Background: an optimization exercise with open tools, aiming at small area. Do not read the settings as production practice.
In this exercise RTL edits were held to simulation tests only and were not proved equivalent to the original.
In runs 2 to 4 the design's own scripts or RTL, not TritonCTS, make the clock network.
The clock input has no modelled driver; a real chip could not lean on it and would need a root buffer or a full tree.

## flow/config.mk

```make
export PLATFORM = sky130hd
export DESIGN_NAME = ame_sobel_filter
export DESIGN_NICKNAME = ame_sobel_filter
export VERILOG_FILES = /design/flow/design.v
export SDC_FILE = /design/flow/constraint.sdc
export NUM_CORES = 4
export LEC_CHECK = 0
export CAP_MARGIN = 20
export CORE_MARGIN = 2
export CORE_UTILIZATION = 60
export SLEW_MARGIN = 20
```

## flow/constraint.sdc

```tcl
create_clock -name core_clock -period 5.0 [get_ports {clk_i}]
set_input_delay 1.0000 -clock core_clock [delete_from_list [all_inputs] [get_ports {clk_i}]]
set_output_delay 1.0000 -clock core_clock [all_outputs]
set_load 0.01 [all_outputs]
```

## flow/design.v

```verilog
`timescale 1 ns / 1 ps
module ame_sobel_filter #(
    parameter LINE_DATA_BITS = 7,
    parameter COMP_DATA_BITS = 8
) (
    input logic clk_i,
    input logic rst_n_i,
    input  logic comp_init_i,
    output logic comp_done_o,
    input logic [5:0] [LINE_DATA_BITS-1:0] line_data_i,
    output logic [3:0] [3:0] [COMP_DATA_BITS-1:0] comp_data_o
);
localparam logic [2:0] IDLE  = 3'b000;
localparam logic [2:0] COL_0 = 3'b001;
localparam logic [2:0] COL_1 = 3'b010;
localparam logic [2:0] COL_2 = 3'b100;
localparam logic [2:0] COL_3 = 3'b101;
localparam logic [2:0] COL_4 = 3'b110;
localparam logic [2:0] COL_5 = 3'b111;
logic [2:0] ctl_sta;
logic       comp_done;
logic sub_2;
logic sub_0;
logic [41:0] line_bits;
logic [3:0] [COMP_DATA_BITS-1:0] comp_new;
logic [3:0] [3:0] [COMP_DATA_BITS-1:0] comp_data;
assign line_bits = line_data_i;
assign sub_2 = ctl_sta[2];
assign sub_0 = ctl_sta[2] & ctl_sta[1];
assign comp_done_o = comp_done;
assign comp_data_o = comp_data;
always_ff @(posedge clk_i or negedge rst_n_i)
begin
    if (!rst_n_i) begin
        ctl_sta   <= IDLE;
        comp_done <= 1'b0;
    end else begin
        case (ctl_sta)
            IDLE:    ctl_sta <= comp_init_i ? COL_0 : IDLE;
            COL_0:   ctl_sta <= COL_1;
            COL_1:   ctl_sta <= COL_2;
            COL_2:   ctl_sta <= COL_3;
            COL_3:   ctl_sta <= COL_4;
            COL_4:   ctl_sta <= COL_5;
            COL_5:   ctl_sta <= comp_init_i ? COL_0 : IDLE;
            default: ctl_sta <= IDLE;
        endcase
        comp_done <= (ctl_sta == COL_5);
    end
end
generate
    if (1) begin: row_0
        logic [7:0] na, nb;
        logic s0, s1, s2, s3, s4, s5, s6, s7, s8, s9, s10, s11, s12, s13, s14, s15, s16, s17, s18, s19, s20, s21, s22, s23, s24, s25, s26, s27, s28;
        logic c0, c1, c2, c3, c4, c5, c6, c7, c8, c9, c10, c11, c12, c13, c14, c15, c16, c17, c18, c19, c20, c21, c22, c23, c24, c25, c26, c27, c28;
        assign na = ~({8{sub_2}} & comp_data[0][2]);
        assign nb = ~({8{sub_0}} & comp_data[0][0]);
        assign s0 = na[0] ^ nb[0] ^ line_bits[0];
        assign c0 = (na[0] & nb[0]) | (na[0] & line_bits[0]) | (nb[0] & line_bits[0]);
        assign s1 = line_bits[14] ^ s0;
        assign c1 = line_bits[14] & s0;
        assign s2 = na[1] ^ nb[1] ^ 1'b1;
        assign c2 = (na[1] & nb[1]) | (na[1] & 1'b1) | (nb[1] & 1'b1);
        assign s3 = line_bits[7] ^ line_bits[1] ^ line_bits[15];
        assign c3 = (line_bits[7] & line_bits[1]) | (line_bits[7] & line_bits[15]) | (line_bits[1] & line_bits[15]);
        assign s4 = s2 ^ c0 ^ s3;
        assign c4 = (s2 & c0) | (s2 & s3) | (c0 & s3);
        assign s5 = c1 ^ s4;
        assign c5 = c1 & s4;
        assign s6 = na[2] ^ nb[2] ^ line_bits[8];
        assign c6 = (na[2] & nb[2]) | (na[2] & line_bits[8]) | (nb[2] & line_bits[8]);
        assign s7 = line_bits[2] ^ line_bits[16] ^ c2;
        assign c7 = (line_bits[2] & line_bits[16]) | (line_bits[2] & c2) | (line_bits[16] & c2);
        assign s8 = c3 ^ s6 ^ s7;
        assign c8 = (c3 & s6) | (c3 & s7) | (s6 & s7);
        assign s9 = c4 ^ s8 ^ c5;
        assign c9 = (c4 & s8) | (c4 & c5) | (s8 & c5);
        assign s10 = na[3] ^ nb[3] ^ line_bits[9];
        assign c10 = (na[3] & nb[3]) | (na[3] & line_bits[9]) | (nb[3] & line_bits[9]);
        assign s11 = line_bits[3] ^ line_bits[17] ^ c6;
        assign c11 = (line_bits[3] & line_bits[17]) | (line_bits[3] & c6) | (line_bits[17] & c6);
        assign s12 = c7 ^ s10 ^ c8;
        assign c12 = (c7 & s10) | (c7 & c8) | (s10 & c8);
        assign s13 = s11 ^ s12 ^ c9;
        assign c13 = (s11 & s12) | (s11 & c9) | (s12 & c9);
        assign s14 = na[4] ^ nb[4] ^ line_bits[10];
        assign c14 = (na[4] & nb[4]) | (na[4] & line_bits[10]) | (nb[4] & line_bits[10]);
        assign s15 = line_bits[4] ^ line_bits[18] ^ c10;
        assign c15 = (line_bits[4] & line_bits[18]) | (line_bits[4] & c10) | (line_bits[18] & c10);
        assign s16 = s14 ^ c11 ^ s15;
        assign c16 = (s14 & c11) | (s14 & s15) | (c11 & s15);
        assign s17 = c12 ^ s16 ^ c13;
        assign c17 = (c12 & s16) | (c12 & c13) | (s16 & c13);
        assign s18 = na[5] ^ nb[5] ^ line_bits[11];
        assign c18 = (na[5] & nb[5]) | (na[5] & line_bits[11]) | (nb[5] & line_bits[11]);
        assign s19 = line_bits[5] ^ line_bits[19] ^ c14;
        assign c19 = (line_bits[5] & line_bits[19]) | (line_bits[5] & c14) | (line_bits[19] & c14);
        assign s20 = s18 ^ c15 ^ s19;
        assign c20 = (s18 & c15) | (s18 & s19) | (c15 & s19);
        assign s21 = c16 ^ s20 ^ c17;
        assign c21 = (c16 & s20) | (c16 & c17) | (s20 & c17);
        assign s22 = na[6] ^ nb[6] ^ line_bits[12];
        assign c22 = (na[6] & nb[6]) | (na[6] & line_bits[12]) | (nb[6] & line_bits[12]);
        assign s23 = line_bits[6] ^ line_bits[20] ^ c18;
        assign c23 = (line_bits[6] & line_bits[20]) | (line_bits[6] & c18) | (line_bits[20] & c18);
        assign s24 = s22 ^ c19 ^ s23;
        assign c24 = (s22 & c19) | (s22 & s23) | (c19 & s23);
        assign s25 = c20 ^ s24 ^ c21;
        assign c25 = (c20 & s24) | (c20 & c21) | (s24 & c21);
        assign s26 = na[7] ^ nb[7] ^ line_bits[13];
        assign s27 = c22 ^ s26 ^ c23;
        assign s28 = c24 ^ s27 ^ c25;
        assign comp_new[0][0] = s1;
        assign comp_new[0][1] = s5;
        assign comp_new[0][2] = s9;
        assign comp_new[0][3] = s13;
        assign comp_new[0][4] = s17;
        assign comp_new[0][5] = s21;
        assign comp_new[0][6] = s25;
        assign comp_new[0][7] = s28;
    end
    if (1) begin: row_1
        logic [7:0] na, nb;
        logic s0, s1, s2, s3, s4, s5, s6, s7, s8, s9, s10, s11, s12, s13, s14, s15, s16, s17, s18, s19, s20, s21, s22, s23, s24, s25, s26, s27, s28;
        logic c0, c1, c2, c3, c4, c5, c6, c7, c8, c9, c10, c11, c12, c13, c14, c15, c16, c17, c18, c19, c20, c21, c22, c23, c24, c25, c26, c27, c28;
        assign na = ~({8{sub_2}} & comp_data[1][2]);
        assign nb = ~({8{sub_0}} & comp_data[1][0]);
        assign s0 = na[0] ^ nb[0] ^ line_bits[7];
        assign c0 = (na[0] & nb[0]) | (na[0] & line_bits[7]) | (nb[0] & line_bits[7]);
        assign s1 = line_bits[21] ^ s0;
        assign c1 = line_bits[21] & s0;
        assign s2 = na[1] ^ nb[1] ^ 1'b1;
        assign c2 = (na[1] & nb[1]) | (na[1] & 1'b1) | (nb[1] & 1'b1);
        assign s3 = line_bits[14] ^ line_bits[8] ^ line_bits[22];
        assign c3 = (line_bits[14] & line_bits[8]) | (line_bits[14] & line_bits[22]) | (line_bits[8] & line_bits[22]);
        assign s4 = s2 ^ c0 ^ s3;
        assign c4 = (s2 & c0) | (s2 & s3) | (c0 & s3);
        assign s5 = c1 ^ s4;
        assign c5 = c1 & s4;
        assign s6 = na[2] ^ nb[2] ^ line_bits[15];
        assign c6 = (na[2] & nb[2]) | (na[2] & line_bits[15]) | (nb[2] & line_bits[15]);
        assign s7 = line_bits[9] ^ line_bits[23] ^ c2;
        assign c7 = (line_bits[9] & line_bits[23]) | (line_bits[9] & c2) | (line_bits[23] & c2);
        assign s8 = c3 ^ s6 ^ s7;
        assign c8 = (c3 & s6) | (c3 & s7) | (s6 & s7);
        assign s9 = c4 ^ s8 ^ c5;
        assign c9 = (c4 & s8) | (c4 & c5) | (s8 & c5);
        assign s10 = na[3] ^ nb[3] ^ line_bits[16];
        assign c10 = (na[3] & nb[3]) | (na[3] & line_bits[16]) | (nb[3] & line_bits[16]);
        assign s11 = line_bits[10] ^ line_bits[24] ^ c6;
        assign c11 = (line_bits[10] & line_bits[24]) | (line_bits[10] & c6) | (line_bits[24] & c6);
        assign s12 = c7 ^ s10 ^ c8;
        assign c12 = (c7 & s10) | (c7 & c8) | (s10 & c8);
        assign s13 = s11 ^ s12 ^ c9;
        assign c13 = (s11 & s12) | (s11 & c9) | (s12 & c9);
        assign s14 = na[4] ^ nb[4] ^ line_bits[17];
        assign c14 = (na[4] & nb[4]) | (na[4] & line_bits[17]) | (nb[4] & line_bits[17]);
        assign s15 = line_bits[11] ^ line_bits[25] ^ c10;
        assign c15 = (line_bits[11] & line_bits[25]) | (line_bits[11] & c10) | (line_bits[25] & c10);
        assign s16 = s14 ^ c11 ^ s15;
        assign c16 = (s14 & c11) | (s14 & s15) | (c11 & s15);
        assign s17 = c12 ^ s16 ^ c13;
        assign c17 = (c12 & s16) | (c12 & c13) | (s16 & c13);
        assign s18 = na[5] ^ nb[5] ^ line_bits[18];
        assign c18 = (na[5] & nb[5]) | (na[5] & line_bits[18]) | (nb[5] & line_bits[18]);
        assign s19 = line_bits[12] ^ line_bits[26] ^ c14;
        assign c19 = (line_bits[12] & line_bits[26]) | (line_bits[12] & c14) | (line_bits[26] & c14);
        assign s20 = s18 ^ c15 ^ s19;
        assign c20 = (s18 & c15) | (s18 & s19) | (c15 & s19);
        assign s21 = c16 ^ s20 ^ c17;
        assign c21 = (c16 & s20) | (c16 & c17) | (s20 & c17);
        assign s22 = na[6] ^ nb[6] ^ line_bits[19];
        assign c22 = (na[6] & nb[6]) | (na[6] & line_bits[19]) | (nb[6] & line_bits[19]);
        assign s23 = line_bits[13] ^ line_bits[27] ^ c18;
        assign c23 = (line_bits[13] & line_bits[27]) | (line_bits[13] & c18) | (line_bits[27] & c18);
        assign s24 = s22 ^ c19 ^ s23;
        assign c24 = (s22 & c19) | (s22 & s23) | (c19 & s23);
        assign s25 = c20 ^ s24 ^ c21;
        assign c25 = (c20 & s24) | (c20 & c21) | (s24 & c21);
        assign s26 = na[7] ^ nb[7] ^ line_bits[20];
        assign s27 = c22 ^ s26 ^ c23;
        assign s28 = c24 ^ s27 ^ c25;
        assign comp_new[1][0] = s1;
        assign comp_new[1][1] = s5;
        assign comp_new[1][2] = s9;
        assign comp_new[1][3] = s13;
        assign comp_new[1][4] = s17;
        assign comp_new[1][5] = s21;
        assign comp_new[1][6] = s25;
        assign comp_new[1][7] = s28;
    end
    if (1) begin: row_2
        logic [7:0] na, nb;
        logic s0, s1, s2, s3, s4, s5, s6, s7, s8, s9, s10, s11, s12, s13, s14, s15, s16, s17, s18, s19, s20, s21, s22, s23, s24, s25, s26, s27, s28;
        logic c0, c1, c2, c3, c4, c5, c6, c7, c8, c9, c10, c11, c12, c13, c14, c15, c16, c17, c18, c19, c20, c21, c22, c23, c24, c25, c26, c27, c28;
        assign na = ~({8{sub_2}} & comp_data[2][2]);
        assign nb = ~({8{sub_0}} & comp_data[2][0]);
        assign s0 = na[0] ^ nb[0] ^ line_bits[14];
        assign c0 = (na[0] & nb[0]) | (na[0] & line_bits[14]) | (nb[0] & line_bits[14]);
        assign s1 = line_bits[28] ^ s0;
        assign c1 = line_bits[28] & s0;
        assign s2 = na[1] ^ nb[1] ^ 1'b1;
        assign c2 = (na[1] & nb[1]) | (na[1] & 1'b1) | (nb[1] & 1'b1);
        assign s3 = line_bits[21] ^ line_bits[15] ^ line_bits[29];
        assign c3 = (line_bits[21] & line_bits[15]) | (line_bits[21] & line_bits[29]) | (line_bits[15] & line_bits[29]);
        assign s4 = s2 ^ c0 ^ s3;
        assign c4 = (s2 & c0) | (s2 & s3) | (c0 & s3);
        assign s5 = c1 ^ s4;
        assign c5 = c1 & s4;
        assign s6 = na[2] ^ nb[2] ^ line_bits[22];
        assign c6 = (na[2] & nb[2]) | (na[2] & line_bits[22]) | (nb[2] & line_bits[22]);
        assign s7 = line_bits[16] ^ line_bits[30] ^ c2;
        assign c7 = (line_bits[16] & line_bits[30]) | (line_bits[16] & c2) | (line_bits[30] & c2);
        assign s8 = c3 ^ s6 ^ s7;
        assign c8 = (c3 & s6) | (c3 & s7) | (s6 & s7);
        assign s9 = c4 ^ s8 ^ c5;
        assign c9 = (c4 & s8) | (c4 & c5) | (s8 & c5);
        assign s10 = na[3] ^ nb[3] ^ line_bits[23];
        assign c10 = (na[3] & nb[3]) | (na[3] & line_bits[23]) | (nb[3] & line_bits[23]);
        assign s11 = line_bits[17] ^ line_bits[31] ^ c6;
        assign c11 = (line_bits[17] & line_bits[31]) | (line_bits[17] & c6) | (line_bits[31] & c6);
        assign s12 = c7 ^ s10 ^ c8;
        assign c12 = (c7 & s10) | (c7 & c8) | (s10 & c8);
        assign s13 = s11 ^ s12 ^ c9;
        assign c13 = (s11 & s12) | (s11 & c9) | (s12 & c9);
        assign s14 = na[4] ^ nb[4] ^ line_bits[24];
        assign c14 = (na[4] & nb[4]) | (na[4] & line_bits[24]) | (nb[4] & line_bits[24]);
        assign s15 = line_bits[18] ^ line_bits[32] ^ c10;
        assign c15 = (line_bits[18] & line_bits[32]) | (line_bits[18] & c10) | (line_bits[32] & c10);
        assign s16 = s14 ^ c11 ^ s15;
        assign c16 = (s14 & c11) | (s14 & s15) | (c11 & s15);
        assign s17 = c12 ^ s16 ^ c13;
        assign c17 = (c12 & s16) | (c12 & c13) | (s16 & c13);
        assign s18 = na[5] ^ nb[5] ^ line_bits[25];
        assign c18 = (na[5] & nb[5]) | (na[5] & line_bits[25]) | (nb[5] & line_bits[25]);
        assign s19 = line_bits[19] ^ line_bits[33] ^ c14;
        assign c19 = (line_bits[19] & line_bits[33]) | (line_bits[19] & c14) | (line_bits[33] & c14);
        assign s20 = s18 ^ c15 ^ s19;
        assign c20 = (s18 & c15) | (s18 & s19) | (c15 & s19);
        assign s21 = c16 ^ s20 ^ c17;
        assign c21 = (c16 & s20) | (c16 & c17) | (s20 & c17);
        assign s22 = na[6] ^ nb[6] ^ line_bits[26];
        assign c22 = (na[6] & nb[6]) | (na[6] & line_bits[26]) | (nb[6] & line_bits[26]);
        assign s23 = line_bits[20] ^ line_bits[34] ^ c18;
        assign c23 = (line_bits[20] & line_bits[34]) | (line_bits[20] & c18) | (line_bits[34] & c18);
        assign s24 = s22 ^ c19 ^ s23;
        assign c24 = (s22 & c19) | (s22 & s23) | (c19 & s23);
        assign s25 = c20 ^ s24 ^ c21;
        assign c25 = (c20 & s24) | (c20 & c21) | (s24 & c21);
        assign s26 = na[7] ^ nb[7] ^ line_bits[27];
        assign s27 = c22 ^ s26 ^ c23;
        assign s28 = c24 ^ s27 ^ c25;
        assign comp_new[2][0] = s1;
        assign comp_new[2][1] = s5;
        assign comp_new[2][2] = s9;
        assign comp_new[2][3] = s13;
        assign comp_new[2][4] = s17;
        assign comp_new[2][5] = s21;
        assign comp_new[2][6] = s25;
        assign comp_new[2][7] = s28;
    end
    if (1) begin: row_3
        logic [7:0] na, nb;
        logic s0, s1, s2, s3, s4, s5, s6, s7, s8, s9, s10, s11, s12, s13, s14, s15, s16, s17, s18, s19, s20, s21, s22, s23, s24, s25, s26, s27, s28;
        logic c0, c1, c2, c3, c4, c5, c6, c7, c8, c9, c10, c11, c12, c13, c14, c15, c16, c17, c18, c19, c20, c21, c22, c23, c24, c25, c26, c27, c28;
        assign na = ~({8{sub_2}} & comp_data[3][2]);
        assign nb = ~({8{sub_0}} & comp_data[3][0]);
        assign s0 = na[0] ^ nb[0] ^ line_bits[21];
        assign c0 = (na[0] & nb[0]) | (na[0] & line_bits[21]) | (nb[0] & line_bits[21]);
        assign s1 = line_bits[35] ^ s0;
        assign c1 = line_bits[35] & s0;
        assign s2 = na[1] ^ nb[1] ^ 1'b1;
        assign c2 = (na[1] & nb[1]) | (na[1] & 1'b1) | (nb[1] & 1'b1);
        assign s3 = line_bits[28] ^ line_bits[22] ^ line_bits[36];
        assign c3 = (line_bits[28] & line_bits[22]) | (line_bits[28] & line_bits[36]) | (line_bits[22] & line_bits[36]);
        assign s4 = s2 ^ c0 ^ s3;
        assign c4 = (s2 & c0) | (s2 & s3) | (c0 & s3);
        assign s5 = c1 ^ s4;
        assign c5 = c1 & s4;
        assign s6 = na[2] ^ nb[2] ^ line_bits[29];
        assign c6 = (na[2] & nb[2]) | (na[2] & line_bits[29]) | (nb[2] & line_bits[29]);
        assign s7 = line_bits[23] ^ line_bits[37] ^ c2;
        assign c7 = (line_bits[23] & line_bits[37]) | (line_bits[23] & c2) | (line_bits[37] & c2);
        assign s8 = c3 ^ s6 ^ s7;
        assign c8 = (c3 & s6) | (c3 & s7) | (s6 & s7);
        assign s9 = c4 ^ s8 ^ c5;
        assign c9 = (c4 & s8) | (c4 & c5) | (s8 & c5);
        assign s10 = na[3] ^ nb[3] ^ line_bits[30];
        assign c10 = (na[3] & nb[3]) | (na[3] & line_bits[30]) | (nb[3] & line_bits[30]);
        assign s11 = line_bits[24] ^ line_bits[38] ^ c6;
        assign c11 = (line_bits[24] & line_bits[38]) | (line_bits[24] & c6) | (line_bits[38] & c6);
        assign s12 = c7 ^ s10 ^ c8;
        assign c12 = (c7 & s10) | (c7 & c8) | (s10 & c8);
        assign s13 = s11 ^ s12 ^ c9;
        assign c13 = (s11 & s12) | (s11 & c9) | (s12 & c9);
        assign s14 = na[4] ^ nb[4] ^ line_bits[31];
        assign c14 = (na[4] & nb[4]) | (na[4] & line_bits[31]) | (nb[4] & line_bits[31]);
        assign s15 = line_bits[25] ^ line_bits[39] ^ c10;
        assign c15 = (line_bits[25] & line_bits[39]) | (line_bits[25] & c10) | (line_bits[39] & c10);
        assign s16 = s14 ^ c11 ^ s15;
        assign c16 = (s14 & c11) | (s14 & s15) | (c11 & s15);
        assign s17 = c12 ^ s16 ^ c13;
        assign c17 = (c12 & s16) | (c12 & c13) | (s16 & c13);
        assign s18 = na[5] ^ nb[5] ^ line_bits[32];
        assign c18 = (na[5] & nb[5]) | (na[5] & line_bits[32]) | (nb[5] & line_bits[32]);
        assign s19 = line_bits[26] ^ line_bits[40] ^ c14;
        assign c19 = (line_bits[26] & line_bits[40]) | (line_bits[26] & c14) | (line_bits[40] & c14);
        assign s20 = s18 ^ c15 ^ s19;
        assign c20 = (s18 & c15) | (s18 & s19) | (c15 & s19);
        assign s21 = c16 ^ s20 ^ c17;
        assign c21 = (c16 & s20) | (c16 & c17) | (s20 & c17);
        assign s22 = na[6] ^ nb[6] ^ line_bits[33];
        assign c22 = (na[6] & nb[6]) | (na[6] & line_bits[33]) | (nb[6] & line_bits[33]);
        assign s23 = line_bits[27] ^ line_bits[41] ^ c18;
        assign c23 = (line_bits[27] & line_bits[41]) | (line_bits[27] & c18) | (line_bits[41] & c18);
        assign s24 = s22 ^ c19 ^ s23;
        assign c24 = (s22 & c19) | (s22 & s23) | (c19 & s23);
        assign s25 = c20 ^ s24 ^ c21;
        assign c25 = (c20 & s24) | (c20 & c21) | (s24 & c21);
        assign s26 = na[7] ^ nb[7] ^ line_bits[34];
        assign s27 = c22 ^ s26 ^ c23;
        assign s28 = c24 ^ s27 ^ c25;
        assign comp_new[3][0] = s1;
        assign comp_new[3][1] = s5;
        assign comp_new[3][2] = s9;
        assign comp_new[3][3] = s13;
        assign comp_new[3][4] = s17;
        assign comp_new[3][5] = s21;
        assign comp_new[3][6] = s25;
        assign comp_new[3][7] = s28;
    end
    for (genvar r = 0; r < 4; r++) begin: shift_block
        always_ff @(posedge clk_i)
        begin
            comp_data[r][3] <= comp_new[r];
            comp_data[r][2] <= comp_data[r][3];
            comp_data[r][1] <= comp_data[r][2];
            comp_data[r][0] <= comp_data[r][1];
        end
    end
endgenerate
endmodule
```

## flow/flow/run.sh

```bash
#!/bin/bash
# The standard layout, with three changes:
#  - after the standard synthesis, flow/pol2.py re-picks the polarity of the
#    full adders and gates to drop inverters (registers untouched); Yosys
#    proves the new netlist equivalent to the standard one, and the standard
#    netlist is kept if that proof fails;
#  - the port buffers are the smallest buffer;
#  - the clock tree uses small buffers and no dummy loads.
set -u
export BUFFER_PORTS_ARGS="-buffer_cell sky130_fd_sc_hd__buf_1"
export CTS_ARGS="-sink_clustering_enable -repair_clock_nets -dont_use_dummy_load -buf_list {sky130_fd_sc_hd__clkbuf_8} -sink_clustering_size 30 -sink_clustering_max_diameter 100"
LIB=$FLOW_HOME/platforms/sky130hd/lib/sky130_fd_sc_hd__tt_025C_1v80.lib
R=orfs/results/sky130hd/ame_sobel_filter/base

bash standard.sh synth > synth.log 2>&1 || exit 1

cp $R/1_2_yosys.v std_netlist.v
if python3 flow/pol2.py $LIB std_netlist.v pol_netlist.v > pol.log 2>&1; then
    yosys -p "read_liberty -ignore_miss_func $LIB; read_verilog std_netlist.v; rename $FLOW_TOP gold; read_verilog pol_netlist.v; rename $FLOW_TOP gate; flatten; rename -hide gate/w:_* gate/w:*.*; async2sync; opt_clean; equiv_make gold gate eq; hierarchy -top eq; equiv_simple -undef; equiv_induct -undef; equiv_status -assert" > equiv.log 2>&1
    if [ $? -eq 0 ]; then
        echo "using the re-polarised netlist" >> pol.log
        cp pol_netlist.v $R/1_2_yosys.v
        touch $R/1_2_yosys.v
    else
        echo "equivalence failed: keeping the standard netlist" >> pol.log
    fi
fi

bash standard.sh > standard.log 2>&1
```

## flow/flow/pol2.py

```python
#!/usr/bin/env python3
"""Re-pick the polarity of cells in a flat, mapped netlist to drop inverters.

A full adder is self-dual: inverting all three inputs inverts both outputs.
A simple gate has a twin in the library with the inverted output (and2/nand2,
a21o/a21oi, xor2/xnor2, ...). Synthesis leaves inverters around fa cells and
between gates that flipping some of them removes. This script drops the
netlist's inverters, then picks for each fa cell whether to flip it and for
each gate which twin to use, so that the area of the gates plus the inverters
still needed is smallest (a local search), and writes the netlist back with
one inverter per net that still needs an inverted copy. xor3/xnor3 cells
become fa cells (smaller) with the carry left open. Registers are not touched.

usage: pol2.py LIB IN.v OUT.v
"""
import re, sys, random, itertools

LIBF, INF, OUTF = sys.argv[1:4]
P = 'sky130_fd_sc_hd__'

# ---- library: area, pins and functions of simple one-output cells
lib = open(LIBF).read()
area, func, inpins, outpin = {}, {}, {}, {}
for cm in re.finditer(r'\n\s*cell\s*\(\s*"?(\w+)"?\s*\)\s*\{', lib):
    name = cm.group(1)
    end = lib.find('\n    cell (', cm.end())
    end = len(lib) if end < 0 else end
    blk = lib[cm.end():end]
    am = re.search(r'\barea\s*:\s*([\d.]+)', blk)
    if am:
        area[name] = float(am.group(1))
    if 'ff (' in blk or 'latch (' in blk or 'statetable' in blk:
        continue
    ins, outs = [], []
    for pm in re.finditer(r'\n\s*pin\s*\(\s*"?(\w+)"?\s*\)\s*\{(.*?)\n\s{8}\}', blk, re.S):
        pb = pm.group(2)
        d = re.search(r'direction\s*:\s*"?(\w+)', pb)
        if not d:
            continue
        if d.group(1) == 'input':
            ins.append(pm.group(1))
        elif d.group(1) == 'output':
            f = re.search(r'function\s*:\s*"([^"]*)"', pb)
            outs.append((pm.group(1), f.group(1) if f else None))
    if len(outs) == 1 and outs[0][1] and 1 <= len(ins) <= 5:
        inpins[name] = sorted(ins)
        outpin[name] = outs[0][0]
        func[name] = outs[0][1]

def to_py(e):
    toks = re.findall(r"[A-Za-z_]\w*|[!&|+^()']|\S", e)
    out = []
    prev = None   # previous token kind: 'v' for a value end, 'o' for an operator
    for t in toks:
        if re.fullmatch(r"[A-Za-z_]\w*", t) or t == '(' or t == '!':
            if prev == 'v':
                out.append(' and ')
            out.append({'!': ' not ', '(': '('}.get(t, t))
            prev = 'o' if t in '!(' else 'v'
        elif t == ')':
            out.append(')'); prev = 'v'
        elif t == "'":
            out.insert(len(out) - 1, ' not ') if False else out.append('')
            raise ValueError('postfix not')
        else:
            out.append({'&': ' and ', '|': ' or ', '+': ' or ', '^': ' != '}[t]); prev = 'o'
    return ''.join(out)

def truth(name):
    e = to_py(func[name])
    ins = inpins[name]
    tt = 0
    for k, vals in enumerate(itertools.product([0, 1], repeat=len(ins))):
        env = dict(zip(ins, [bool(v) for v in vals]))
        if eval(e, {}, env):
            tt |= 1 << k
    return tt

def usable(n):
    return n.startswith(P) and 'lpflow' not in n and 'probe' not in n and re.search(r'_[01]$', n)

twin = {}
sig = {}
for n in func:
    if not usable(n):
        continue
    try:
        sig[n] = (tuple(inpins[n]), truth(n))
    except Exception:
        pass
bysig = {}
for n, s in sig.items():
    bysig.setdefault(s, []).append(n)
for n, (pins, tt) in sig.items():
    full = (1 << (1 << len(pins))) - 1
    cands = bysig.get((pins, tt ^ full), [])
    if cands:
        twin[n] = min(cands, key=lambda c: (area[c], c))

# ---- netlist
src = open(INF).read()
m = re.search(r'^\s*sky130_fd_sc_hd__\w+\s', src, re.M)
head, body_end = src[:m.start()], src.rindex('endmodule')
body = src[m.start():body_end]
cell_re = re.compile(r'\s*(sky130_fd_sc_hd__\w+)\s+(\S+)\s*\((.*?)\);', re.S)
pin_re = re.compile(r'\.(\w+)\(\s*((?:\\\S+\s)|[^()\s]*)\s*\)')
cells = []
pos = 0
for cm in cell_re.finditer(body):
    assert body[pos:cm.start()].strip() == '', body[pos:cm.start()]
    pos = cm.end()
    pins = [(p, n.strip()) for p, n in pin_re.findall(cm.group(3))]
    cells.append([cm.group(1), cm.group(2), pins])
assert body[pos:].strip() == ''
assert 'assign' not in head

OUTS = {'X', 'Y', 'Q', 'Q_N', 'SUM', 'COUT', 'HI', 'LO'}
ports = set()
for pm in re.finditer(r'^\s*output\s+(\[(\d+):(\d+)\]\s+)?(\S+);', head, re.M):
    if pm.group(1):
        hi, lo = int(pm.group(2)), int(pm.group(3))
        for i in range(min(hi, lo), max(hi, lo) + 1):
            ports.add(f'{pm.group(4)}[{i}]')
    else:
        ports.add(pm.group(4))

def short(t):
    return t[len(P):]
isinv = lambda t: re.fullmatch(r'inv_\d+', short(t)) is not None
isfa = lambda t: re.fullmatch(r'fa_\d+', short(t)) is not None

# xor3/xnor3 -> fa with open carry; xnor3 needs its output inverted
base_pol = {}
for i, c in enumerate(cells):
    s = short(c[0])
    if re.fullmatch(r'x(n?)or3_1', s) and not any(n in ports for p, n in c[2]):
        d = dict(c[2])
        neg = s.startswith('xnor')
        c[0] = P + 'fa_1'
        c[2] = [('A', d['A']), ('B', d['B']), ('CIN', d['C']), ('COUT', ''), ('SUM', d['X'])]
        base_pol[i] = 1 if neg else 0

inv_of = {}
for c in cells:
    if isinv(c[0]):
        d = dict(c[2])
        if d['Y'] not in ports:
            inv_of[d['Y']] = d['A']

def resolve(n):
    p = 0
    while n in inv_of:
        n = inv_of[n]; p ^= 1
    return n, p

driver = {}
for i, c in enumerate(cells):
    for p, n in c[2]:
        if p in OUTS and n:
            driver[n] = i

live = [i for i, c in enumerate(cells) if not (isinv(c[0]) and dict(c[2])['Y'] in inv_of)]
def drives_port(c):
    return any(p in OUTS and n in ports for p, n in c[2])
FA = [i for i in live if isfa(cells[i][0]) and not drives_port(cells[i])]
GATE = [i for i in live if cells[i][0] in twin and not drives_port(cells[i]) and not isinv(cells[i][0])]
FAset, GATEset = set(FA), set(GATE)

loads = []  # (cell, pin index, root, pol)
for i in live:
    for k, (p, n) in enumerate(cells[i][2]):
        if p in OUTS:
            continue
        r, pol = resolve(n)
        loads.append((i, k, r, pol))
byroot = {}
for L in loads:
    byroot.setdefault(L[2], []).append(L)

const = lambda r: re.fullmatch(r"1'h[01]", r) is not None
INV_A = area[P + 'inv_1']

def srcflip(f, r):
    s = driver.get(r)
    return f.get(s, 0) ^ base_pol.get(s, 0) if s is not None else 0

def need(f, L):
    i, k, r, pol = L
    return pol ^ srcflip(f, r) ^ (f[i] if i in FAset else 0)

def gate_area(f, i):
    return area[twin[cells[i][0]]] if f[i] else area[cells[i][0]]

def total(f):
    a = 0.0
    needs = set()
    for L in loads:
        if need(f, L) and not const(L[2]):
            needs.add(L[2])
    a += INV_A * len(needs)
    for i in GATE:
        a += gate_area(f, i)
    return a

f = {i: 0 for i in FA + GATE}
start = total(f)
best, bestf = start, dict(f)
rng = random.Random(1)
var = FA + GATE
for restart in range(12):
    if restart:
        f = dict(bestf)
        for i in var:
            if rng.random() < 0.3:
                f[i] ^= 1
    cur = total(f)
    improved = True
    while improved:
        improved = False
        for i in var:
            f[i] ^= 1
            c2 = total(f)
            if c2 < cur - 1e-9:
                cur = c2; improved = True
            else:
                f[i] ^= 1
    if cur < best - 1e-9:
        best, bestf = cur, dict(f)
f = bestf

# ---- rewrite
newinv = {}
def inverted(r):
    if const(r):
        return "1'h1" if r.endswith('0') else "1'h0"
    if r not in newinv:
        newinv[r] = f'_polinv_{len(newinv)}_'
    return newinv[r]

for L in loads:
    i, k, r, pol = L
    p = cells[i][2][k][0]
    cells[i][2][k] = (p, inverted(r) if need(f, L) else r)
for i in GATE:
    if f[i]:
        old, new = cells[i][0], twin[cells[i][0]]
        op, np_ = outpin[old], outpin[new]
        cells[i][0] = new
        cells[i][2] = [(np_ if p == op else p, n) for p, n in cells[i][2]]

ninv_before = sum(1 for c in cells if isinv(c[0]))
sys.stderr.write(f'pol2.py: area of gates and removable inverters {start:.1f} -> {best:.1f}; '
                 f'{len(FA)} fa, {len(GATE)} gates; {len(inv_of)} inverters -> {len(newinv)}\n')

def fmt(n):
    return n + ' ' if n.startswith('\\') else n
out = [head]
for w in newinv.values():
    out.append(f'  wire {w};\n')
for i in live:
    c = cells[i]
    pins = ',\n'.join(f'    .{p}({fmt(n)})' for p, n in c[2])
    out.append(f'  {c[0]} {c[1]} (\n{pins}\n  );\n')
for r, w in newinv.items():
    out.append(f'  {P}inv_1 _polinv_cell_{w[8:-1]}_ (\n    .A({fmt(r)}),\n    .Y({w})\n  );\n')
out.append(src[body_end:])
open(OUTF, 'w').write(''.join(out))
```

## flow/standard.sh

```bash
#!/bin/bash
# synth_recipe.tcl (not shown) runs the flow's synth.tcl, then flattens the netlist and writes it again
# the make line also repeats each setting of config.mk as NAME=value (left out here)
make -C /OpenROAD-flow-scripts/flow DESIGN_CONFIG=/design/flow/config.mk WORK_HOME=/design/flow/orfs CLKGATE_MAP_FILE= SYNTH_SCRIPT=/design/flow/synth_recipe.tcl "${@:-finish}"
```

==> flow_summary_export.csv, run 1 <==
group,metric,value,unit
synth,synth.avg_cell_area,15.0,um^2
cells_and_area,drive_above_1_share,10.3,%
grt,grt-ovfl-total,0,
clocking,cts_inserted_buffers,17,
setup_path,rr_startpoint,"ctl_sta[1]$_DFF_PN0_",
cells_and_area,syn2layout_area_growth,22.6,%
placement,port_buffers,173,
synth,yosysWarnings,1,
die,core_area,8680,um^2
setup_path,critPathKind,"in2reg",
min_path,worstHoldPathType,"reg2reg",
sta,final_max_slew_viol_count,0,
placement,pre_cts_ws,-0.399,ns
clocking,clk_latency,0.42,ns
routing,drt-wirelength-per-cell,16.0,um
placement,finalWeightedCongestion,0.798,
setup_path,r2r_cells,14,
die,fp.dieW,98.2,um
clocking,clk_pin_slew_worst_paths,0.07,ns
grt,grt_pass1_wl,17300,um
die,die_h,98.2,um
die,dieArea,9650,um^2
sta,slew-limit-headroom,76.0,%
cells_and_area,diodes,0,
sta,fin_setup_tns,0,ns
sta,finClkSkew,0.0242,ns
setup_path,crit_chain,"clkbuf_2 -> fa_1 -> fa_1 -> ha_2 -> fa_2 -> fa_2 -> fa_1 -> fa_1 -> fa_1 -> inv_1 -> fa_1 -> xnor2_2 -> xnor2_1",
routing,vias,3244,
cells_and_area,layout_common_cells,"buf_1 (171), dfxtp_1 (128), fa_1 (87), nand2_1 (36), buf_4 (22)",
min_path,min-delay-start,"comp_data[126]$_DFF_P_",
flow_run,max_cap_violations,0,
cells_and_area,final_common_cell,"buf_1",
setup_path,worst-path-max-fanout,3,
status,status,"timing/DRC/antenna clean",
setup_path,crit_top_cell,"fa_1",
min_path,hold_depth,0,
sta,setup_viol,0,
routing,via_per_inst,4.89,
clocking,cts-root-buf,"clkbuf_8",
setup_path,cp.arrival,5.12,ns
sta,rsz0062_at_grt,"true",
routing,drt-initial-drc-count,54,
setup_path,cp-end-kind,"flop",
sta,final.setup.worst_slack,0.191,ns
setup_path,max_stage_delay,0.49,ns
grt,grt_max_degree,27,
setup_path,worstPathRequired,5.31,ns
clocking,h-tree-depth,4,
grt,antenna_found_initial,0,
routing,drt_wl_total,10600,um
placement,placed_cell_area,6230,um^2
clocking,clock_sinks,132,
grt,grt_pass1_vias,3500,
setup_path,rr_endpoint,"comp_data[31]$_DFF_P_",
synth,netlist_instances,354,
sta,hold_violations,0,
sta,tightestPinTransition,0.360,ns
min_path,min_to,"comp_data[118]$_DFF_P_",
routing,final_antenna_net_count,0,
placement,dpl.hpwl,8680,um
clocking,hold_buffers,0,
setup_path,r2r_slack,0.19,ns
sta,min_period,4.81,ns
routing,drcViolationCount,0,
die,rows,34,
cells_and_area,fillCellCount,636,
sta,whs,0.341,ns
clocking,max-clock-path-buffers,2,
clocking,cts_tree,"done",
cells_and_area,nNetsFinal,707,
die,ios,174,
synth,syn-cell-area,5330,um^2
sta,period_share,96.2,%
synth,synthesis.nets,503,
setup_path,critPathLaunchType,"input pin",
routing,drt-pass1-iter-count,5,
grt,grt_usage,23.9,%
cells_and_area,final_area,6530,um^2
sta,max_freq,0.208,GHz
setup_path,slowest_stage,"fa_1",
die,initial_utilization,61.4,%
through the flow:
stage / cells / utilization [%]
global placement: 646 / 71.8
finish: 664 / 75.2
floorplan: 354 / -
global route: 664 / 75.2
CTS: 663 / 74.5
detailed placement: 646 / 71.8
registers in the layout (all words and copies together), names as in the netlist, named ones only:
register,cells
comp_data,128
comp_done,1
ctl_sta,2
layout make-up:
class / instances / area (um^2) / share of cell area [%]
flip-flops and latches: 132 / 2660 / 40.8
inverters: 14 / 52.6 / 0.805
multi-input cells: 198 / 2620 / 40.2
well taps: 108 / 135 / 2.07
clock buffers: 17 / 234 / 3.59
repair buffers: 195 / 817 / 12.5
worst max path at each step:
stage	startpoint	endpoint	slack [ns]	cells after the start
after floorplan	line_data_i[22]	comp_data[127]$_DFF_P_	0.01	12
after global placement	line_data_i[14]	comp_data[95]$_DFF_P_	-0.26	13
after detailed placement	line_data_i[15]	comp_data[31]$_DFF_P_	-0.40	12
after CTS	line_data_i[14]	comp_data[95]$_DFF_P_	0.04	13
after global routing	flop	comp_data[127]$_DFF_P_	-0.02	13
final	line_data_i[22]	comp_data[127]$_DFF_P_	0.19	13
critical path: cells and delay by family:
kind,cells,cell delay (ns)
adder cells (fa/ha/maj),9,3.62
XOR/XNOR,2,0.29
buffers and inverters,2,0.20
timing repair:
| item | 4_1_cts | 5_1_grt |
|---|---|---|
| resized for setup | 0 | 15 |
| endpoints found under the setup margin | 0 | 4 |
| buffers inserted | 0 | 1 |
layer usage:
metal / up-vias / part of all wire [%] / track usage (%)
met5: - / 0 / 0
met4: 0 / 1.4 / 8.01
li1: 1500 / - / -
met1: 1608 / 42 / 31.3
met2: 123 / 51 / 38.6
met3: 13 / 6.1 / 7.30
==> run 2, diff against run 1 <==
--- a/flow/flow/run.sh
+++ b/flow/flow/run.sh
@@ -5,10 +5,11 @@
 #    proves the new netlist equivalent to the standard one, and the standard
 #    netlist is kept if that proof fails;
 #  - the port buffers are the smallest buffer;
-#  - the clock tree uses small buffers and no dummy loads.
+#  - the clock tree is two levels of buffers built by flow/mycts.tcl: a root
+#    buffer on the clock port and one leaf buffer per cluster of registers.
 set -u
 export BUFFER_PORTS_ARGS="-buffer_cell sky130_fd_sc_hd__buf_1"
-export CTS_ARGS="-sink_clustering_enable -repair_clock_nets -dont_use_dummy_load -buf_list {sky130_fd_sc_hd__clkbuf_8} -sink_clustering_size 30 -sink_clustering_max_diameter 100"
+export PRE_CTS_TCL="$(pwd)/flow/mycts.tcl"
 LIB=$FLOW_HOME/platforms/sky130hd/lib/sky130_fd_sc_hd__tt_025C_1v80.lib
 R=orfs/results/sky130hd/ame_sobel_filter/base
 
==> flow/flow/mycts.tcl (new file) <==
# Replaces clock_tree_synthesis with a two-level clock tree: one root buffer
# on the clock port driving one leaf buffer per cluster of registers, the
# clusters found by k-means on the register positions. Sourced as PRE_CTS_TCL.
rename clock_tree_synthesis orfs_clock_tree_synthesis
proc clock_tree_synthesis { args } {
  set leaf_cell [expr { [info exists ::env(MYCTS_LEAF)] ? $::env(MYCTS_LEAF) : "sky130_fd_sc_hd__clkbuf_8" }]
  set root_cell [expr { [info exists ::env(MYCTS_ROOT)] ? $::env(MYCTS_ROOT) : "sky130_fd_sc_hd__clkbuf_8" }]
  set per_leaf  [expr { [info exists ::env(MYCTS_PER_LEAF)] ? $::env(MYCTS_PER_LEAF) : 15 }]
  set db [ord::get_db]
  set block [ord::get_db_block]
  set clk_name [get_name [lindex [get_property [lindex [all_clocks] 0] sources] 0]]
  set clk_net [$block findNet $clk_name]
  # sinks: every instance pin on the clock net
  set sinks {}
  foreach it [$clk_net getITerms] {
    set bb [[$it getInst] getBBox]
    lappend sinks [list $it [expr { ([$bb xMin] + [$bb xMax]) / 2.0 }] [expr { ([$bb yMin] + [$bb yMax]) / 2.0 }]]
  }
  set n [llength $sinks]
  set k [expr { max(1, int(ceil(double($n) / $per_leaf))) }]
  # k-means, seeded along the sorted x positions
  set sorted [lsort -real -index 1 $sinks]
  set cx {}; set cy {}
  for { set i 0 } { $i < $k } { incr i } {
    set s [lindex $sorted [expr { int(($i + 0.5) * $n / $k) }]]
    lappend cx [lindex $s 1]; lappend cy [lindex $s 2]
  }
  for { set iter 0 } { $iter < 30 } { incr iter } {
    set sx [lrepeat $k 0.0]; set sy [lrepeat $k 0.0]; set sn [lrepeat $k 0]
    # balanced assignment: nearest free cluster, closest pairs first
    set cap [expr { int(ceil(double($n) / $k)) }]
    set pairs {}
    set j 0
    foreach s $sinks {
      for { set i 0 } { $i < $k } { incr i } {
        lappend pairs [list $j $i [expr { abs([lindex $s 1] - [lindex $cx $i]) + abs([lindex $s 2] - [lindex $cy $i]) }]]
      }
      incr j
    }
    set assign [lrepeat $n -1]
    foreach pr [lsort -real -index 2 $pairs] {
      lassign $pr j i d
      if { [lindex $assign $j] >= 0 || [lindex $sn $i] >= $cap } { continue }
      lset assign $j $i
      set s [lindex $sinks $j]
      lset sx $i [expr { [lindex $sx $i] + [lindex $s 1] }]
      lset sy $i [expr { [lindex $sy $i] + [lindex $s 2] }]
      lset sn $i [expr { [lindex $sn $i] + 1 }]
    }
    for { set i 0 } { $i < $k } { incr i } {
      if { [lindex $sn $i] > 0 } {
        lset cx $i [expr { [lindex $sx $i] / [lindex $sn $i] }]
        lset cy $i [expr { [lindex $sy $i] / [lindex $sn $i] }]
      }
    }
  }
  # root buffer at the centre of the leaves
  set rx 0.0; set ry 0.0
  for { set i 0 } { $i < $k } { incr i } { set rx [expr { $rx + [lindex $cx $i] / $k }]; set ry [expr { $ry + [lindex $cy $i] / $k }] }
  set root [odb::dbInst_create $block [$db findMaster $root_cell] clkbuf_root_$clk_name]
  $root setLocation [expr { int($rx) }] [expr { int($ry) }]
  $root setPlacementStatus PLACED
  set root_net [odb::dbNet_create $block clknet_root_$clk_name]
  $root_net setSigType CLOCK
  [$root findITerm A] connect $clk_net
  [$root findITerm X] connect $root_net
  set leaf_nets {}
  for { set i 0 } { $i < $k } { incr i } {
    set leaf [odb::dbInst_create $block [$db findMaster $leaf_cell] clkbuf_leaf_${i}_$clk_name]
    $leaf setLocation [expr { int([lindex $cx $i]) }] [expr { int([lindex $cy $i]) }]
    $leaf setPlacementStatus PLACED
    set net [odb::dbNet_create $block clknet_leaf_${i}_$clk_name]
    $net setSigType CLOCK
    [$leaf findITerm A] connect $root_net
    [$leaf findITerm X] connect $net
    lappend leaf_nets $net
  }
  foreach s $sinks a $assign {
    set it [lindex $s 0]
    $it disconnect
    $it connect [lindex $leaf_nets $a]
  }
  puts "mycts: $n sinks, $k leaf buffers ($leaf_cell), root $root_cell"
  set_propagated_clock [all_clocks]
}
==> flow_summary_export.csv, run 2 <==
group,metric,value,unit
status,status,"timing/DRC/antenna clean",
grt,grt_pass1_wl,17200,um
setup_path,r2r_cells,15,
routing,drt-initial-drc-count,56,
sta,whs,0.351,ns
routing,drt-wirelength-per-cell,16.0,um
synth,yosysWarnings,1,
sta,max_freq,0.206,GHz
cells_and_area,nNetsFinal,702,
cells_and_area,seq_area,2660,um^2
die,rows,34,
sta,rsz0062_at_grt,"true",
cells_and_area,diodes,0,
die,initial_utilization,61.4,%
min_path,worstHoldPathType,"reg2reg",
grt,antenna_found_initial,0,
placement,port_buffers,173,
min_path,hold_depth,0,
cells_and_area,max_flop_register,"comp_data",
cells_and_area,layout_common_cells,"buf_1 (171), dfxtp_1 (128), fa_1 (87), nand2_1 (36), buf_4 (24)",
synth,synth.avg_cell_area,15.0,um^2
clocking,clk_pin_slew_worst_paths,0.08,ns
setup_path,critPathLaunchType,"input pin",
die,die_h,98.2,um
setup_path,cp.arrival,5.13,ns
synth,synthesis.nets,503,
setup_path,worst-path-max-fanout,1,
placement,finalWeightedCongestion,0.798,
cells_and_area,largest_register_ff_count,128,
routing,via_per_inst,4.88,
cells_and_area,fillCellCount,639,
routing,drcViolationCount,0,
cells_and_area,top_regs,"comp_data x128, ctl_sta x2, comp_done x1",
sta,final_max_slew_viol_count,0,
routing,vias,3215,
clocking,hold_buffers,0,
clocking,clk_latency,0.40,ns
die,ios,174,
sta,hold_violations,0,
synth,syn-cell-area,5330,um^2
grt,grt_max_degree,27,
cells_and_area,final_common_cell,"buf_1",
sta,period_share,96.9,%
flow_run,max_cap_violations,0,
setup_path,worstPathRequired,5.28,ns
cells_and_area,multiInputGateArea,2620,um^2
placement,pre_cts_ws,-0.399,ns
placement,dp_cells,646,
routing,drt_wl_total,10500,um
die,fp.dieW,98.2,um
routing,drt-pass1-iter-count,5,
cells_and_area,syn2layout_area_growth,21.0,%
sta,final.setup.worst_slack,0.154,ns
die,dieArea,9650,um^2
sta,setup_viol,0,
sta,min_period,4.85,ns
grt,grt-ovfl-total,0,
die,core_area,8680,um^2
grt,grt_pass1_vias,3448,
synth,netlist_instances,354,
placement,dpl.hpwl,8680,um
sta,slew-limit-headroom,76.5,%
cells_and_area,fin_cells,659,
cells_and_area,drive_above_1_share,9.44,%
setup_path,critPathKind,"in2reg",
setup_path,cp-end-kind,"flop",
sta,finClkSkew,0.0125,ns
sta,tightestPinTransition,0.352,ns
routing,final_antenna_net_count,0,
grt,grt_usage,22.2,%
==> run 2: stage by stage <==
stage                     cell area, um^2  TNS, ns  utilization (%)
after floorplan                      5330        0                -
after global placement               6230   -0.979             71.8
after detailed placement             6230    -1.51             71.8
after CTS                            6370        0             73.4
after global routing                 6440  -0.0429             74.3
final                                6440        0             74.3
==> run 2: per-layer routing <==
layer | global-route usage, % | vias up | wire [um]
met5 | 0 | - | 0
met4 | 3.16 | 0 | 183
met3 | 3.15 | 16 | 683
met2 | 38.5 | 123 | 5290
met1 | 31.1 | 1590 | 4360
li1 | - | 1486 | -
==> run 2: what timing repair did <==
item	4_1_cts	5_1_grt
buffers inserted	0	3
gates resized for setup	0	15
endpoints found under the setup margin	0	4
==> run 2: worst paths after layout <==
path,to,slack (ns),startpoint
max reg2reg,comp_data[127]$_DFF_P_,0.17,ctl_sta[1]$_DFF_PN0_
min in group asynchronous,ctl_sta[0]$_DFF_PN0_,0.41,rst_n_i
min reg2reg,comp_data[71]$_DFF_P_,0.35,comp_data[79]$_DFF_P_
min,comp_data[71]$_DFF_P_,0.35,comp_data[79]$_DFF_P_
max,comp_data[127]$_DFF_P_,0.15,line_data_i[36]
max in group asynchronous,asynchronous set/reset pin,4.38,rst_n_i
==> run 2: critical path, stage by stage <==
cell and delay, ns:
buf_1 0.10, fa_1 0.51, fa_1 0.49, ha_2 0.21
fa_2 0.41, fa_2 0.41, fa_1 0.42, fa_1 0.39
fa_1 0.37, inv_1 0.07, fa_1 0.45, xnor2_2 0.16
xnor2_1 0.13
==> run 2: cell type report <==
class	count	share of cell area [%]
plain buffers	10	2.14
flip-flops and latches	132	41.3
multi-input cells	198	40.7
repair buffers	197	12.9
inverters	14	0.815
well taps	108	2.10
==> run 3, diff against run 2 <==
--- a/flow/config.mk
+++ b/flow/config.mk
@@ -7,5 +7,5 @@
 export LEC_CHECK = 0
 export CAP_MARGIN = 20
 export CORE_MARGIN = 2
-export CORE_UTILIZATION = 60
+export CORE_UTILIZATION = 50
 export SLEW_MARGIN = 20
==> flow_summary_export.csv, run 3 <==
group,metric,value,unit
flow_run,max_cap_violations,0,
die,dieArea,11500,um^2
setup_path,crit_chain,"buf_1 -> fa_1 -> fa_1 -> ha_1 -> fa_2 -> fa_2 -> fa_1 -> fa_1 -> fa_1 -> inv_1 -> fa_1 -> xnor2_1 -> xnor2_1",
die,core_area,10300,um^2
grt,antenna_found_initial,0,
sta,final_max_slew_viol_count,0,
sta,whs,0.335,ns
sta,final.setup.worst_slack,0.147,ns
routing,drt-wirelength-per-cell,16.0,um
cells_and_area,max_flop_register,"comp_data",
grt,grt_max_degree,27,
grt,grt_usage,20.0,%
synth,syn-cell-area,5330,um^2
cells_and_area,layout_common_cells,"buf_1 (172), dfxtp_1 (128), fa_1 (87), nand2_1 (36), buf_4 (18)",
setup_path,critPathLaunchType,"input pin",
cells_and_area,syn2layout_area_growth,21.1,%
placement,port_buffers,173,
placement,dpl.hpwl,9150,um
grt,grt_pass1_vias,3464,
routing,vias,3206,
setup_path,worstPathRequired,5.34,ns
die,initial_utilization,51.6,%
sta,max_freq,0.206,GHz
cells_and_area,drive_above_1_share,8.61,%
synth,synthesis.nets,503,
die,rows,37,
routing,final_antenna_net_count,0,
placement,dp_cells,672,
synth,synth.avg_cell_area,15.0,um^2
setup_path,cp-end-kind,"flop",
setup_path,critPathKind,"in2reg",
setup_path,crit_top_cell,"fa_1",
sta,period_share,97.1,%
cells_and_area,nNetsFinal,697,
grt,grt-ovfl-total,0,
routing,drt_wl_total,10900,um
clocking,clk_latency,0.42,ns
status,status,"timing/DRC/antenna clean",
routing,via_per_inst,4.70,
sta,tightestPinTransition,0.341,ns
setup_path,slowest_stage,"fa_1",
synth,yosysWarnings,1,
setup_path,worst-path-max-fanout,3,
cells_and_area,largest_register_ff_count,128,
clocking,clk_pin_slew_worst_paths,0.11,ns
setup_path,cp.arrival,5.19,ns
die,fp.dieW,107,um
setup_path,max_stage_delay,0.52,ns
die,die_h,107,um
routing,drt-pass1-iter-count,4,
sta,min_period,4.85,ns
die,ios,174,
placement,pre_cts_ws,-0.376,ns
cells_and_area,top_regs,"comp_data x128, ctl_sta x2, comp_done x1",
routing,drcViolationCount,0,
placement,placed_cell_area,6250,um^2
cells_and_area,final_area,6450,um^2
cells_and_area,fin_cells,682,
min_path,worstHoldPathType,"reg2reg",
sta,hold_violations,0,
synth,netlist_instances,354,
routing,drt-initial-drc-count,70,
sta,slew-limit-headroom,77.3,%
placement,finalWeightedCongestion,0.788,
grt,grt_pass1_wl,17900,um
sta,setup_viol,0,
cells_and_area,final_common_cell,"buf_1",
sta,finClkSkew,0.0268,ns
cells_and_area,diodes,0,
==> run 3: changes by cell type in the layout (fill, tap and decap cells not counted), sizes merged <==
cell,delta
buf,-4
clkbuf,-1
==> run 3: worst paths after layout <==
path	from	to	slack [ns]	cells after the start
worst min register to register	comp_data[11]$_DFF_P_	comp_data[3]$_DFF_P_	0.34	0
worst min-delay path	comp_data[11]$_DFF_P_	comp_data[3]$_DFF_P_	0.34	0
min in group asynchronous	rst_n_i	comp_done$_DFF_PN0_	0.41	1
worst max register to register	ctl_sta[1]$_DFF_PN0_	comp_data[127]$_DFF_P_	0.18	14
max in group asynchronous	rst_n_i	asynchronous set/reset pin	4.40	1
worst max-delay path	line_data_i[22]	comp_data[127]$_DFF_P_	0.15	13
==> run 3: stage by stage <==
stage	TNS, ns	utilization, %
after global routing	-0.0327	62.5
after floorplan	0	-
after detailed placement	-1.29	60.5
after CTS	0	61.9
after global placement	-0.989	60.5
final	0	62.5
==> run 3: cell type report <==
class | instances | area, um^2
inverter | 14 | 52.6
timing repair buffer | 192 | 797
buffer | 10 | 138
sequential | 132 | 2670
fill | 862 | 3870
multi-input combinational | 198 | 2630
tap | 136 | 170
==> run 3: critical path, delay by kind of cell <==
family     cells  cell delay (ns)
xor+xnor       2             0.34
buf+inv        2             0.23
fa+ha+maj      9             3.62
==> run 3: routing by layer <==
metal  vias to the layer above  routed length [um]  global-route usage [%]
met5                         -                   0                       0
met4                         0                 221                    3.34
met3                        20                 760                    3.04
met2                       116                5520                    34.4
met1                      1594                4410                    27.5
li1                       1476                   -                       -
==> run 3: what timing repair did <==
action / in CTS / in global routing
buffers inserted: 0 / 0
setup endpoints to repair: 2 / 4
resized for setup: 1 / 15
gates cloned: 0 / 0
pin swaps: 0 / 5
hold buffers: 0 / 0
==> run 4, diff against run 3 <==
--- a/flow/config.mk
+++ b/flow/config.mk
@@ -7,5 +7,5 @@
 export LEC_CHECK = 0
 export CAP_MARGIN = 20
 export CORE_MARGIN = 2
-export CORE_UTILIZATION = 50
+export CORE_UTILIZATION = 65
 export SLEW_MARGIN = 20
==> flow_summary_export.csv, run 4 <==
group,metric,value,unit
status,status,"timing/DRC/antenna clean",
cells_and_area,syn2layout_area_growth,20.9,%
sta,slew-limit-headroom,77.0,%
clocking,clk_pin_slew_worst_paths,0.09,ns
grt,grt_pass1_wl,16700,um
synth,syn-cell-area,5330,um^2
grt,grt_usage,24.3,%
sta,period_share,96.7,%
setup_path,worst-path-max-fanout,1,
cells_and_area,largest_register_ff_count,128,
setup_path,critPathLaunchType,"input pin",
grt,grt_pass1_vias,3401,
routing,drt_wl_total,10700,um
cells_and_area,final_common_cell,"buf_1",
sta,tightestPinTransition,0.346,ns
synth,synth.avg_cell_area,15.0,um^2
placement,finalWeightedCongestion,0.829,
setup_path,cp-end-kind,"flop",
placement,dpl.hpwl,8910,um
cells_and_area,diodes,0,
grt,antenna_found_initial,0,
cells_and_area,layout_common_cells,"buf_1 (171), dfxtp_1 (128), fa_1 (86), nand2_1 (36), buf_4 (21)",
min_path,worstHoldPathType,"reg2reg",
synth,yosysWarnings,1,
die,core_area,8090,um^2
synth,synthesis.nets,503,
cells_and_area,max_flop_register,"comp_data",
setup_path,cp.arrival,5.11,ns
die,rows,33,
cells_and_area,nNetsFinal,700,
setup_path,worstPathRequired,5.28,ns
sta,max_freq,0.207,GHz
routing,drcViolationCount,0,
routing,drt-wirelength-per-cell,16.4,um
die,fp.dieW,94.5,um
cells_and_area,top_regs,"comp_data x128, ctl_sta x2, comp_done x1",
grt,grt_max_degree,30,
die,ios,174,
routing,final_antenna_net_count,0,
flow_run,max_cap_violations,0,
sta,min_period,4.84,ns
sta,hold_violations,0,
setup_path,critPathKind,"in2reg",
sta,setup_viol,0,
routing,drt-pass1-iter-count,4,
synth,netlist_instances,354,
grt,grt-ovfl-total,0,
routing,drt-initial-drc-count,72,
routing,vias,3272,
routing,via_per_inst,5.00,
die,initial_utilization,65.8,%
sta,final_max_slew_viol_count,0,
cells_and_area,drive_above_1_share,9.65,%
clocking,clk_latency,0.39,ns
die,die_h,94.5,um
sta,whs,0.349,ns
clocking,hold_buffers,0,
die,dieArea,8930,um^2
cells_and_area,fin_util,79.6,%
placement,port_buffers,173,
sta,finClkSkew,0.00978,ns
-- run 4: stage by stage --
| stage | TNS (ns) | setup WS [ns] | instances | area [um^2] |
|---|---|---|---|---|
| 3_3_place_gp | -0.924 | -0.244 | 643 | 6230 |
| 2_1_floorplan | 0 | 0.0113 | 354 | 5330 |
| 5_1_grt | -0.0133 | -0.0133 | 654 | 6440 |
| 4_1_cts | 0 | 0.0360 | 653 | 6360 |
| 6_report | 0 | 0.165 | 654 | 6440 |
| 3_5_place_dp | -1.31 | -0.374 | 643 | 6230 |
-- run 4: area by class of cell --
type	instances	area, um^2
flip-flops and latches	132	2670
multi-input cells	198	2630
fillers	529	1650
repair buffers	195	821
plain buffers	10	138
well taps	105	131
inverters	14	52.6
-- run 4: path summary, 6_finish.rpt --
check | startpoint | endpoint | slack (ns) | cells after the start
min in group asynchronous | rst_n_i | asynchronous set/reset pin | 0.43 | 1
max reg2reg | ctl_sta[1]$_DFF_PN0_ | comp_data[31]$_DFF_P_ | 0.19 | 14
min reg2reg | comp_data[76]$_DFF_P_ | comp_data[68]$_DFF_P_ | 0.35 | 0
max in group asynchronous | rst_n_i | ctl_sta[1]$_DFF_PN0_ | 4.34 | 1
min | comp_data[76]$_DFF_P_ | comp_data[68]$_DFF_P_ | 0.35 | 0
max | line_data_i[36] | comp_data[127]$_DFF_P_ | 0.16 | 13
-- run 4: what timing repair did --
action / in CTS / in global routing
pin swaps: 0 / 6
gates resized for setup: 1 / 18
setup buffers: 0 / 1
setup endpoints to repair: 1 / 4
-- run 4: per-layer routing --
layer | track usage, % | up-vias | routed length, um
met5 | 0 | - | 0
met4 | 4.95 | 0 | 229
met3 | 2.95 | 22 | 719
met2 | 41.9 | 127 | 5400
met1 | 34.1 | 1632 | 4370
li1 | - | 1491 | -
-- run 4: critical path, stage by stage --
cell     delay (ns)
buf_1          0.11
fa_1           0.51
fa_1           0.49
ha_2           0.21
fa_2           0.41
fa_2           0.40
fa_1           0.41
fa_1           0.39
fa_1           0.37
inv_1          0.08
fa_1           0.45
xnor2_2        0.16
xnor2_1        0.13

[static timing again, ports no longer ideal]
The flow's constraints put no driver on any port. The routed layouts listed below were extracted and timed again, unchanged, in two steps. Step 1 assumes that a clkbuf_16 drives the clock port and a buf_2 every other input. Step 2 also shifts input and output timing later by t, the mid clock arrival at the registers, as if the neighbouring blocks saw the same clock. Slacks: no drivers / after step 1 / after step 2; pairs: no drivers / after step 1.
run	t, ns	slack for setup (ns)	hold slack, ns	worst register clock-pin slew, ns	worst data-port slew with drivers (ns)
run 1	0.444	0.191 / 0.193 / -0.247	0.341 / 0.341 / 0.341	0.08 / 0.08	0.04
run 2	0.427	0.154 / 0.167 / -0.260	0.351 / 0.351 / 0.351	0.10 / 0.10	0.04
run 3	0.440	0.147 / 0.142 / -0.298	0.335 / 0.335 / 0.335	0.11 / 0.11	0.04
run 4	0.419	0.165 / 0.175 / -0.244	0.349 / 0.349 / 0.349	0.10 / 0.10	0.05
Met with ideal ports but missed after step 2: setup timing in every run listed. The setup slack of run 3, which loses most, moves by -0.005 ns with the drivers and by -0.445 ns with both steps.
